This design comes from an exercise in tuning for small area and a short achievable clock period on the open sky130 flow, not from production work. Function was checked by simulation only, so behaviour that the tests miss may differ from the original. Power is estimated from default activity; no workload was simulated.

==> flow/design.v <==
module pixel_sort_asc (
    input clk, reset, soft_rst,
    input enable,
    input  [15:0] Pixel_in1, Pixel_in2, Pixel_in3, Pixel_in4, Pixel_in5, Pixel_in6, Pixel_in7, Pixel_in8,
    output [15:0] Pixel_out1, Pixel_out2, Pixel_out3, Pixel_out4, Pixel_out5, Pixel_out6, Pixel_out7, Pixel_out8,
    output reg valid_out
);
wire [15:0] x [0:7];
assign x[0] = Pixel_in1; assign x[1] = Pixel_in2; assign x[2] = Pixel_in3; assign x[3] = Pixel_in4;
assign x[4] = Pixel_in5; assign x[5] = Pixel_in6; assign x[6] = Pixel_in7; assign x[7] = Pixel_in8;
function lt16(input [15:0] a, input [15:0] b);
    integer k;
    reg c;
    begin
        c = 1'b0;
        for (k = 0; k < 16; k = k + 1)
            c = (~a[k] & b[k]) | (~a[k] & c) | (b[k] & c);
        lt16 = c;
    end
endfunction
function [2:0] count7(input [6:0] b);
    reg [1:0] p, q, r, t;
    begin
        p = b[0] + b[1] + b[2];
        q = b[3] + b[4] + b[5];
        r = p[0] + q[0] + b[6];
        t = p[1] + q[1] + r[1];
        count7 = {t, r[0]};
    end
endfunction
reg        below [0:7][0:7];
reg  [2:0] rank  [0:7];
reg  [6:0] cnt_in;
integer i, j, n;
always @(*) begin
    for (i = 0; i < 8; i = i + 1)
        for (j = 0; j < 8; j = j + 1)
            below[i][j] = 1'b0;
    for (i = 1; i < 8; i = i + 1)
        for (j = 0; j < i; j = j + 1) begin
            below[i][j] = !lt16(x[i], x[j]);
            below[j][i] = !below[i][j];
        end
    for (i = 0; i < 8; i = i + 1) begin
        n = 0;
        for (j = 0; j < 8; j = j + 1)
            if (j != i) begin
                cnt_in[n] = below[i][j];
                n = n + 1;
            end
        rank[i] = count7(cnt_in);
    end
end
reg [15:0] px_q   [0:7];
reg  [2:0] rank_q [0:7];
always @(posedge clk) begin
    valid_out <= enable & ~reset & ~soft_rst;
    for (i = 0; i < 8; i = i + 1) begin
        px_q[i]   <= x[i];
        rank_q[i] <= rank[i];
    end
end
reg [15:0] res [0:7];
always @(*) begin
    for (n = 0; n < 8; n = n + 1) begin
        res[n] = 16'd0;
        for (i = 0; i < 8; i = i + 1)
            res[n] = res[n] | (px_q[i] & {16{valid_out && rank_q[i] == n}});
    end
end
assign Pixel_out1 = res[0];
assign Pixel_out2 = res[1];
assign Pixel_out3 = res[2];
assign Pixel_out4 = res[3];
assign Pixel_out5 = res[4];
assign Pixel_out6 = res[5];
assign Pixel_out7 = res[6];
assign Pixel_out8 = res[7];
endmodule
Settings: LEC_CHECK=0, ABC_AREA=1, CAP_MARGIN=20, CORE_MARGIN=2, CORE_UTILIZATION=40, SETUP_SLACK_MARGIN=1.0, SLEW_MARGIN=20, BUFFER_PORTS_ARGS=-buffer_cell sky130_fd_sc_hd__buf_1; clock period 38.0 ns.
standard.sh (not shown) runs the stock make flow with config.mk's settings and CLKGATE_MAP_FILE= SYNTH_SCRIPT=/design/flow/synth_recipe.tcl, a recipe that flattens the netlist after the stock synthesis.
==> flow/flow/run.sh <==
#!/bin/bash
# The standard layout, with the port buffers made from the smallest buffer
# cell instead of the delay cell buffer_ports picks by default.
set -euo pipefail
echo 'export BUFFER_PORTS_ARGS = -buffer_cell sky130_fd_sc_hd__buf_1' >> config.mk
bash standard.sh > standard.log 2>&1
Rerun with:
--- a/flow/design.v
+++ b/flow/design.v
@@ -17,20 +17,26 @@
             c = (~a[k] & b[k]) | (~a[k] & c) | (b[k] & c);
         lt16 = c;
     end
 endfunction
-function [2:0] count7(input [6:0] b);
-    reg [1:0] p, q, r, t;
+function [3:0] count7_part(input [6:0] b);
+    reg [1:0] p, q, r;
     begin
         p = b[0] + b[1] + b[2];
         q = b[3] + b[4] + b[5];
         r = p[0] + q[0] + b[6];
-        t = p[1] + q[1] + r[1];
-        count7 = {t, r[0]};
+        count7_part = {r[1], q[1], p[1], r[0]};
+    end
+endfunction
+function [2:0] count7_done(input [3:0] part);
+    reg [1:0] t;
+    begin
+        t = part[1] + part[2] + part[3];
+        count7_done = {t, part[0]};
     end
 endfunction
 reg        below [0:7][0:7];
-reg  [2:0] rank  [0:7];
+reg  [3:0] part  [0:7];
 reg  [6:0] cnt_in;
 integer i, j, n;
 always @(*) begin
     for (i = 0; i < 8; i = i + 1)
@@ -47,26 +53,29 @@
             if (j != i) begin
                 cnt_in[n] = below[i][j];
                 n = n + 1;
             end
-        rank[i] = count7(cnt_in);
+        part[i] = count7_part(cnt_in);
     end
 end
 reg [15:0] px_q   [0:7];
-reg  [2:0] rank_q [0:7];
+reg  [3:0] part_q [0:7];
 always @(posedge clk) begin
     valid_out <= enable & ~reset & ~soft_rst;
     for (i = 0; i < 8; i = i + 1) begin
         px_q[i]   <= x[i];
-        rank_q[i] <= rank[i];
+        part_q[i] <= part[i];
     end
 end
-reg [15:0] res [0:7];
+reg  [2:0] rank [0:7];
+reg [15:0] res  [0:7];
 always @(*) begin
+    for (i = 0; i < 8; i = i + 1)
+        rank[i] = count7_done(part_q[i]);
     for (n = 0; n < 8; n = n + 1) begin
         res[n] = 16'd0;
         for (i = 0; i < 8; i = i + 1)
-            res[n] = res[n] | (px_q[i] & {16{valid_out && rank_q[i] == n}});
+            res[n] = res[n] | (px_q[i] & {16{valid_out && rank[i] == n}});
     end
 end
 assign Pixel_out1 = res[0];
 assign Pixel_out2 = res[1];
- flip-flop and latch count is higher by 8
- sequential share of layout area is higher by 0.64 points
- first-iteration DRC count is higher by 4.0%
- combinational power is higher by 8.6%
- total power is higher by 4.8%
- routed wire length is lower by 5.0%
- non-clock buffer count is lower by 3
- utilization is higher by 0.21 points
- via count is lower by 0.64%

## what the ideal ports hide
The flow's constraints put no driver on any port. The routed layouts listed below were extracted and timed again, unchanged, in two steps.
Step 1 assumes that a clkbuf_16 drives the clock port and a buf_2 every other input.
Step 2 adds t to the input delays and takes it off the output delays; t is the mean of the earliest and latest rising clock arrival at the registers after step 1. Input paths then give back, and output paths get back, about the clock's delay inside the block.
Slacks: no drivers / after step 1 / after step 2; pairs: no drivers / after step 1.
run | shift t [ns] | slack for setup (ns) | latest minus earliest clock arrival (ns) | worst data-port slew with drivers (ns)
the first run | 0.502 | 26.254 / 26.199 / 26.308 | 0.024 / 0.023 | 0.05
the second run | 0.510 | 26.509 / 26.447 / 26.706 | 0.024 / 0.023 | 0.08
After both steps setup and hold are still met in every run listed.
